Source: an optimization exercise on an open RTL-to-GDS flow (aim: small area and a short achievable clock period). Production flows keep margins and buffers that such runs may drop.
At most, simulation tests tie the RTL to the original design; equivalence was not proved.
Power figures rest on the tool's default switching activity, not on a simulated workload.

== oak ==
## alu
module alu(
           clk,
           rst_n,
           src1,
           src2,
           ALU_control,
           result,
           zero,
           cout,
           overflow
           );
For scale: ~34 flip-flops, roughly 3500 sq um of cells after synthesis.
Settings: LEC_CHECK=0, CAP_MARGIN=20, CORE_MARGIN=2, CORE_UTILIZATION=40, SLEW_MARGIN=20; clock period 11.0 ns.
standard.sh (not shown) runs the stock make flow with config.mk's settings and CLKGATE_MAP_FILE= SYNTH_SCRIPT=/design/flow/synth_recipe.tcl, a recipe that flattens the netlist after the stock synthesis.
==> flow/flow/run.sh <==
#!/bin/bash
# Layout flow: the standard layout, with two changes.
# 1. Synthesis is the standard synthesis (synth_recipe.tcl, so -nofsm -noshare,
#    flatten and the same renames) except that Yosys does not extract full and
#    half adder cells, and ABC maps the logic with flow/abc.script instead of
#    the ORFS speed script. The registers are the standard synthesis's.
# 2. The port buffers are the small plain buffer instead of the default
#    delay-buffer cell, and the resizer's setup repair aims for a slack margin.
# Each tool's output goes to a log of its own in the work folder.
set -euo pipefail
here=$(pwd)
{ head -n 1 synth_recipe.tcl
  cat <<'EOT'
# ABC with this flow's own script
proc abc {args} {
  set i [lsearch -exact $args -script]
  if {$i >= 0} { lset args [expr {$i + 1}] $::env(OWN_ABC_SCRIPT) }
  yosys abc {*}$args
}
EOT
  tail -n +2 synth_recipe.tcl
} > own_synth.tcl
sed -e "s#SYNTH_SCRIPT=[^ ]*#SYNTH_SCRIPT=$here/own_synth.tcl ADDER_MAP_FILE=#" standard.sh > own_synth.sh
export OWN_ABC_SCRIPT=$here/flow/abc.script
bash own_synth.sh synth > synth.log 2>&1
export BUFFER_PORTS_ARGS="-buffer_cell sky130_fd_sc_hd__buf_1"
export SETUP_SLACK_MARGIN=0
bash standard.sh > layout.log 2>&1
==> flow/flow/abc.script <==
strash
&get -n
&dch -f
&nf -R 1000
&put
topo
upsize -c
dnsize -c
stime -c
In summary, oak completed successfully, with a layout that passed the timing, DRC and antenna checks.
Relative to oak, the following input files were edited for pine:
Settings: CORE_UTILIZATION now 75, was 40; PLACE_DENSITY now 0.8, previously not set.
==> flow/flow/run.sh <==
#!/bin/bash
set -euo pipefail
export BUFFER_PORTS_ARGS="-buffer_cell sky130_fd_sc_hd__buf_1"
export SETUP_SLACK_MARGIN=6

bash standard.sh > standard_flow.log 2>&1
removed: flow/flow/abc.script
Results
Relative to oak, the final cycle utilization of the critical path of pine is lower by 5.3 points. Of the two values seen for cell type of the slowest stage on the worst timing path, sky130_fd_sc_hd__xnor2_1 was produced by oak and sky130_fd_sc_hd__fa_1 by pine. pine vs oak — die boundary height dropped 23 um. The required time at the worst-slack endpoint in pine sits 0.02 ns above the value recorded for oak. pine ended up with a higher share of the core filled with cells than oak did.
diff inputs: pine => birch
Settings: PLACE_DENSITY no longer set, was 0.8; CORE_UTILIZATION now 40, was 75.
==> flow/flow/run.sh <==
#!/bin/bash
# Layout flow: the standard layout, with two changes.
# 1. Synthesis is the standard synthesis (synth_recipe.tcl, so -nofsm -noshare,
#    flatten and the same renames) except that Yosys does not extract full and
#    half adder cells, and ABC maps the logic with flow/abc.script instead of
#    the ORFS speed script. The registers are the standard synthesis's.
# 2. The port buffers are the small plain buffer instead of the default
#    delay-buffer cell, and the resizer's setup repair aims for a slack margin.
# Each tool's output goes to a log of its own in the work folder.
set -euo pipefail
here=$(pwd)
{ head -n 1 synth_recipe.tcl
  cat <<'EOT'
# ABC with this flow's own script
proc abc {args} {
  set i [lsearch -exact $args -script]
  if {$i >= 0} { lset args [expr {$i + 1}] $::env(OWN_ABC_SCRIPT) }
  yosys abc {*}$args
}
EOT
  tail -n +2 synth_recipe.tcl
} > own_synth.tcl
sed -e "s#SYNTH_SCRIPT=[^ ]*#SYNTH_SCRIPT=$here/own_synth.tcl ADDER_MAP_FILE=#" standard.sh > own_synth.sh
export OWN_ABC_SCRIPT=$here/flow/abc.script
bash own_synth.sh synth > synth.log 2>&1
export BUFFER_PORTS_ARGS="-buffer_cell sky130_fd_sc_hd__buf_1"
export SETUP_SLACK_MARGIN=6
bash standard.sh > layout.log 2>&1
==> flow/flow/abc.script (new file) <==
strash
&get -n
&dch -f
&nf -R 1000
&put
topo
buffer -c
upsize -c
dnsize -c
stime -c
Of birch and pine, the lower final cycle utilization of the critical path belongs to birch.
Comparing the two runs side by side, birch comes out behind pine on total core area.
Global routing usage on met3 was higher in the run labelled pine.
Of birch and pine, the lower mapped cell area belongs to birch.
Total power in birch is 5.2% lower than in pine
[inputs] maple vs birch
==> flow/flow/run.sh <==
#!/bin/bash
set -euo pipefail
export BUFFER_PORTS_ARGS="-buffer_cell sky130_fd_sc_hd__buf_1"
export SETUP_SLACK_MARGIN=6.5
export ABC_AREA=1
bash standard.sh > standard_flow.log 2>&1
removed: flow/flow/abc.script
### Flow results
- Between maple and birch, share of total power consumed by net switching is higher for maple, birch comes in under that.
- A most frequent standard cell in the layout excluding fill and tap cells of sky130_fd_sc_hd__nand2_1 is what maple shows, while sky130_fd_sc_hd__buf_1 belongs to birch.
- The routed wire length of maple is higher than that of birch.
- maple ends up with a sequential share of layout area that is 1.6 points lower than in birch.
Function was not checked in any run of this note: the RTL went through the layout flow alone.

---

Another version of the RTL of alu (not shown whole).
Size in the first run: ~110 I/O pins, roughly 3400 sq um of cells after synthesis.
==> flow/design.v (excerpt) <==
module alu(
           clk,
           rst_n,
           src1,
           src2,
           ALU_control,
           result,
           zero,
           cout,
           overflow
           );
Settings: LEC_CHECK=0, CAP_MARGIN=20, CORE_MARGIN=2, CORE_UTILIZATION=60, CTS_BUF_LIST=sky130_fd_sc_hd__clkbuf_4, SLEW_MARGIN=20; clock period 11.0 ns.
==> flow/flow/run.sh <==
#!/bin/bash
# Layout flow: the standard layout, with two changes.
# 1. Synthesis is the standard synthesis (synth_recipe.tcl, so -nofsm -noshare,
#    flatten and the same renames) except that Yosys does not extract full and
#    half adder cells, and ABC maps the logic with flow/abc.script instead of
#    the ORFS speed script. The registers are the standard synthesis's.
# 2. The port buffers are the small plain buffer instead of the default
#    delay-buffer cell, and the resizer's setup repair aims for a slack margin.
# Each tool's output goes to a log of its own in the work folder.
set -euo pipefail
here=$(pwd)
{ head -n 1 synth_recipe.tcl
  cat <<'EOT'
# ABC with this flow's own script
proc abc {args} {
  set i [lsearch -exact $args -script]
  if {$i >= 0} { lset args [expr {$i + 1}] $::env(OWN_ABC_SCRIPT) }
  yosys abc {*}$args
}
EOT
  tail -n +2 synth_recipe.tcl
} > own_synth.tcl
sed -e "s#SYNTH_SCRIPT=[^ ]*#SYNTH_SCRIPT=$here/own_synth.tcl ADDER_MAP_FILE=#" standard.sh > own_synth.sh
export OWN_ABC_SCRIPT=$here/flow/abc.script
bash own_synth.sh synth > synth.log 2>&1
export BUFFER_PORTS_ARGS="-buffer_cell sky130_fd_sc_hd__buf_1"
export SETUP_SLACK_MARGIN=6.25
bash standard.sh > layout.log 2>&1
==> flow/flow/abc.script <==
strash
&get -n
&st
&dch -f
&nf -R 1000
&dch -f
&nf -R 1000
&put
topo
upsize -c
dnsize -c
stime -c
The first run finished with timing, DRC and antenna clean.
Change:
--- a/flow/flow/run.sh
+++ b/flow/flow/run.sh
@@ -25,4 +25,9 @@
 bash own_synth.sh synth > synth.log 2>&1
 export BUFFER_PORTS_ARGS="-buffer_cell sky130_fd_sc_hd__buf_1"
-export SETUP_SLACK_MARGIN=6.25
+MARGINS=(6.25 6.5 6.25)
+export SETUP_SLACK_MARGIN=${MARGINS[0]}
+bash standard.sh place > layout_place.log 2>&1
+export SETUP_SLACK_MARGIN=${MARGINS[1]}
+bash standard.sh cts > layout_cts.log 2>&1
+export SETUP_SLACK_MARGIN=${MARGINS[2]}
 bash standard.sh > layout.log 2>&1
==> flow/flow/abc.script (replaced) <==
strash
&get -n
&st
&dch -f
&nf -R 1000
&dch -f
&nf -R 1000
&put
topo
buffer -c
upsize -c
dnsize -c
stime -c
Outcome: Worst setup slack gains 0.18 ns; hold slack gains 0.042 ns; power rises by 0.36%; clock-buffer cell count rises by 1.
Change:
--- a/flow/flow/run.sh
+++ b/flow/flow/run.sh
@@ -25,9 +25,4 @@
 bash own_synth.sh synth > synth.log 2>&1
 export BUFFER_PORTS_ARGS="-buffer_cell sky130_fd_sc_hd__buf_1"
-MARGINS=(6.25 6.5 6.25)
-export SETUP_SLACK_MARGIN=${MARGINS[0]}
-bash standard.sh place > layout_place.log 2>&1
-export SETUP_SLACK_MARGIN=${MARGINS[1]}
-bash standard.sh cts > layout_cts.log 2>&1
-export SETUP_SLACK_MARGIN=${MARGINS[2]}
+export SETUP_SLACK_MARGIN=6.25
 bash standard.sh > layout.log 2>&1
--- a/flow/flow/abc.script
+++ b/flow/flow/abc.script
@@ -2,4 +2,5 @@
 &get -n
 &st
+&dc2
 &dch -f
 &nf -R 1000
The changed run completed without violations.
Wire length drops by 2.1%.
Cell count went down by 0.65%.
Worst setup slack degrades by 0.79 ns.
Sequential power hardly moves.
Total power goes up by about 1%.
Change:
==> flow/flow/abc.script (replaced) <==
strash
&get -n
&st
&dch -f
&nf -R 1000
&dch -f
&nf -R 1000
&dch -f
&nf -R 1000
&put
topo
buffer -c
upsize -c
dnsize -c
stime -c
- global-route usage came out lower by 2.0 points
- worst hold slack is worse by 0.015 ns
- clock-buffer cell count is lower by 1
- total power barely changes
- combinational power hardly moves
Change:
--- a/flow/flow/run.sh
+++ b/flow/flow/run.sh
@@ -25,4 +25,4 @@
 bash own_synth.sh synth > synth.log 2>&1
 export BUFFER_PORTS_ARGS="-buffer_cell sky130_fd_sc_hd__buf_1"
-export SETUP_SLACK_MARGIN=6.25
+export SETUP_SLACK_MARGIN=6.5
 bash standard.sh > layout.log 2>&1
==> flow/flow/abc.script (replaced) <==
strash
&get -n
&st
&dc2
&dch -f
&nf -R 1000
&dch -f
&nf -R 1000
&put
topo
buffer -c
upsize -c
dnsize -c
stime -c
Result:
- total power shrinks by about 1.5%
- combinational power stays flat
- setup slack gets worse by 0.61 ns
- die area decreases by about 7%
- routed wire length went down by about 2.7%
- final area fell by 0.81%
Change:
--- a/flow/flow/run.sh
+++ b/flow/flow/run.sh
@@ -25,4 +25,4 @@
 bash own_synth.sh synth > synth.log 2>&1
 export BUFFER_PORTS_ARGS="-buffer_cell sky130_fd_sc_hd__buf_1"
-export SETUP_SLACK_MARGIN=6.5
+export SETUP_SLACK_MARGIN=6.25
 bash standard.sh > layout.log 2>&1
==> flow/flow/abc.script (replaced) <==
strash
&get -n
&st
&dch -f
&nf -R 1000
&dch -f
&nf -R 1000
&put
topo
buffer -c
upsize -c
dnsize -c
stime -c
--- a/flow/config.mk
+++ b/flow/config.mk
@@ -9,4 +9,4 @@
 export CORE_MARGIN = 2
 export CORE_UTILIZATION = 60
-export CTS_BUF_LIST = sky130_fd_sc_hd__clkbuf_4
+export CTS_BUF_LIST = sky130_fd_sc_hd__clkbuf_4 sky130_fd_sc_hd__clkbuf_8
 export SLEW_MARGIN = 20
The changed run completed without violations.
Cell area stays flat.
Sequential share of layout area stays flat.
Setup slack improved by 0.67 ns.
Wire length rises by 2.4%.
Synthesized area climbs by 7.1%.
First-iteration DRC count rises by 3.8%.
Synthesized cell count is higher by 5.5%.
Clock power goes up by 46%.

---

build 19:
alu again, from the RTL that the note above started with.
export LEC_CHECK = 0
export CAP_MARGIN = 20
export CORE_MARGIN = 2
export CORE_UTILIZATION = 60
export CTS_BUF_LIST = sky130_fd_sc_hd__clkbuf_4
export SLEW_MARGIN = 20
create_clock -name core_clock -period 11.0 [get_ports {clk}]
==> flow/flow/run.sh <==
#!/bin/bash
# Layout flow: the standard layout, with two changes.
# 1. Synthesis is the standard synthesis (synth_recipe.tcl, so -nofsm -noshare,
#    flatten and the same renames) except that Yosys does not extract full and
#    half adder cells, and ABC maps the logic with flow/abc.script instead of
#    the ORFS speed script. The registers are the standard synthesis's.
# 2. The port buffers are the small plain buffer instead of the default
#    delay-buffer cell, and the resizer's setup repair aims for a slack margin.
# Each tool's output goes to a log of its own in the work folder.
set -euo pipefail
here=$(pwd)
{ head -n 1 synth_recipe.tcl
  cat <<'EOT'
# ABC with this flow's own script
proc abc {args} {
  set i [lsearch -exact $args -script]
  if {$i >= 0} { lset args [expr {$i + 1}] $::env(OWN_ABC_SCRIPT) }
  yosys abc {*}$args
}
EOT
  tail -n +2 synth_recipe.tcl
} > own_synth.tcl
sed -e "s#SYNTH_SCRIPT=[^ ]*#SYNTH_SCRIPT=$here/own_synth.tcl ADDER_MAP_FILE=#" standard.sh > own_synth.sh
export OWN_ABC_SCRIPT=$here/flow/abc.script
bash own_synth.sh synth > synth.log 2>&1
export BUFFER_PORTS_ARGS="-buffer_cell sky130_fd_sc_hd__buf_1"
MARGINS=(6.25 6.4 6.25)
export SETUP_SLACK_MARGIN=${MARGINS[0]}
bash standard.sh place > layout_place.log 2>&1
export SETUP_SLACK_MARGIN=${MARGINS[1]}
bash standard.sh cts > layout_cts.log 2>&1
export SETUP_SLACK_MARGIN=${MARGINS[2]}
bash standard.sh > layout.log 2>&1
==> flow/flow/abc.script <==
strash
&get -n
&st
&dch -f
&nf -R 1000
&dch -f
&nf -R 1000
&put
topo
buffer -c
upsize -c
dnsize -c
stime -c
Build 19 | status: complete | timing, DRC, antenna: pass
Changes in build 71 relative to build 19:
- CTS_BUF_LIST: sky130_fd_sc_hd__clkbuf_4 -> unset
-- flow/flow/run.sh --
<<< build 19, line 27
MARGINS=(6.25 6.4 6.25)
export SETUP_SLACK_MARGIN=${MARGINS[0]}
bash standard.sh place > layout_place.log 2>&1
export SETUP_SLACK_MARGIN=${MARGINS[1]}
bash standard.sh cts > layout_cts.log 2>&1
export SETUP_SLACK_MARGIN=${MARGINS[2]}
>>> build 71, line 27
export SETUP_SLACK_MARGIN=6.25
- Diff build 19 -> build 71: portion of total power attributed to combinational logic went down, number of clock buffers inserted by TritonCTS was more or less identical.
- Re power density over the cells: build 19 was lower than build 71.
- Comparing build 71 and build 19, the higher post-route minimum period is on build 71.
- Delta (build 71 minus build 19): top achievable clock speed moved down, clock network fraction of total power moved up, length of the first detailed-routing pass in iterations level.
- Of build 71 and build 19, the run reporting the lower met1 global-route usage was build 19.
- Build 71 against build 19: share of cell area taken by muxes after synthesis was more or less identical; ratio of routed vias to standard cells went up by 1.4%; share of the clock period used by the worst path went up by 0.50 points.
Input-level comparison between build 89 and build 71:
- swapping 60 for 50 in CORE_UTILIZATION
- putting CTS_BUF_LIST at sky130_fd_sc_hd__clkbuf_4 where nothing was set
[summary]
Comparing build 71 and build 89, the higher tap cell count was measured on build 89.
Comparing build 71 against build 89, there is no change at all in synthesized cell count.
Build 89 — clock group share of total power 2.8 points lower, build 71 as reference
Build 89 vs build 71, routed wire length went up by 220 um.
Area of all placed cells without fillers: build 71 vs build 89 — no meaningful difference
diff inputs: build 89 => build 50
- CORE_UTILIZATION now 60, was 50
-- flow/flow/run.sh --
<<< build 89, line 27
export SETUP_SLACK_MARGIN=6.25
>>> build 50, line 27
MARGINS=(0 6.25 6.25)
export SETUP_SLACK_MARGIN=${MARGINS[0]}
bash standard.sh place > layout_place.log 2>&1
export SETUP_SLACK_MARGIN=${MARGINS[1]}
bash standard.sh cts > layout_cts.log 2>&1
export SETUP_SLACK_MARGIN=${MARGINS[2]}
## What came out
- Diff build 89 -> build 50: placer congestion estimate moved up, power per unit of standard cell area level, routed wire length moved down.
- Summary — slew of the pin with the lowest slew margin, build 50 relative to build 89: lower, by 0.092 ns.
- Post-layout utilization of the core came out higher on build 50 than on build 89.
- Sort build 89 and build 50 by number of global-route vias before repair desc -> top: build 89
- Build 50 reports a lower total non-filler cell area in the finished layout than build 89 does.
- Build 50: final worst-path cycle share lower than build 89
- Of build 89 and build 50, the run reporting the higher layout-stage area growth over the synthesis result was build 89.
- In the floorplan summary, build 50 is listed with a die area less than that of build 89.
- Between build 89 and build 50, global-route usage is lower for build 89, build 50 comes in above that.
Modified inputs, build 67 compared to build 50
-- flow/flow/run.sh --
<<< build 50, line 27
MARGINS=(0 6.25 6.25)
export SETUP_SLACK_MARGIN=${MARGINS[0]}
bash standard.sh place > layout_place.log 2>&1
export SETUP_SLACK_MARGIN=${MARGINS[1]}
bash standard.sh cts > layout_cts.log 2>&1
export SETUP_SLACK_MARGIN=${MARGINS[2]}
>>> build 67, line 27
export SETUP_SLACK_MARGIN=6.25
-- flow/flow/abc.script --
<<< build 50, line 3
&st
&dch -f
&nf -R 1000
>>> build 67, line 3
Results
- Taking build 50 as the reference, in build 67 gate count of the mapped netlist increased 1.8%, met2 routing resource usage after global routing held.
- Against build 50, final area in build 67 rose by a few percent.
- Transition at the pin with the smallest max-transition slack sits lower in build 67 than in build 50.
- Build 50 has higher count of cell types in the netlist than build 67.
- Power after layout, build 67 and build 50, lower one = build 50.

[separate check: timing with driven ports]
Ports are ideal in the flow. The routed layouts listed here were re-timed in OpenROAD.
Step 1 assumes that a clkbuf_16 drives the clock port and a buf_2 every other input.
Step 2, shift: input delay + t, output delay - t, t = (earliest + latest rising clock arrival at the registers) / 2. This alone moves slack from input paths to output paths.
Slacks: ideal / step 1 / step 2; pairs: ideal / step 1.
run	t (ns)	setup slack, ns	clock arrival spread, ns	pins driven straight from the clock port
oak	0.320	5.260 / 5.266 / 4.946	0.008 / 0.008	1
pine	0.326	5.842 / 5.847 / 5.521	0.016 / 0.016	1
birch	0.314	6.001 / 5.976 / 5.662	0.005 / 0.005	1
maple	0.331	6.539 / 6.551 / 6.220	0.012 / 0.012	1
the first run of note 2	0.363	6.350 / 6.352 / 5.988	0.017 / 0.017	1
the second run of note 2	0.361	6.533 / 6.534 / 6.173	0.018 / 0.018	1
the third run of note 2	0.355	5.739 / 5.722 / 5.367	0.004 / 0.004	1
the fourth run of note 2	0.368	6.400 / 6.399 / 6.030	0.014 / 0.015	1
the fifth run of note 2	0.371	5.794 / 5.781 / 5.410	0.011 / 0.012	1
the sixth run of note 2	0.312	6.466 / 6.470 / 6.157	0.013 / 0.013	1
build 19	0.358	6.518 / 6.520 / 6.161	0.016 / 0.015	1
build 71	0.312	6.463 / 6.467 / 6.155	0.013 / 0.013	1
build 89	0.364	6.501 / 6.504 / 6.139	0.013 / 0.013	1
build 50	0.358	6.518 / 6.520 / 6.161	0.016 / 0.015	1
build 67	0.374	6.357 / 6.365 / 5.991	0.004 / 0.004	1
After both steps every run listed still meets setup and hold. The setup slack of the fifth run of note 2, which loses most, moves by -0.013 ns with the drivers and by -0.384 ns with both steps.
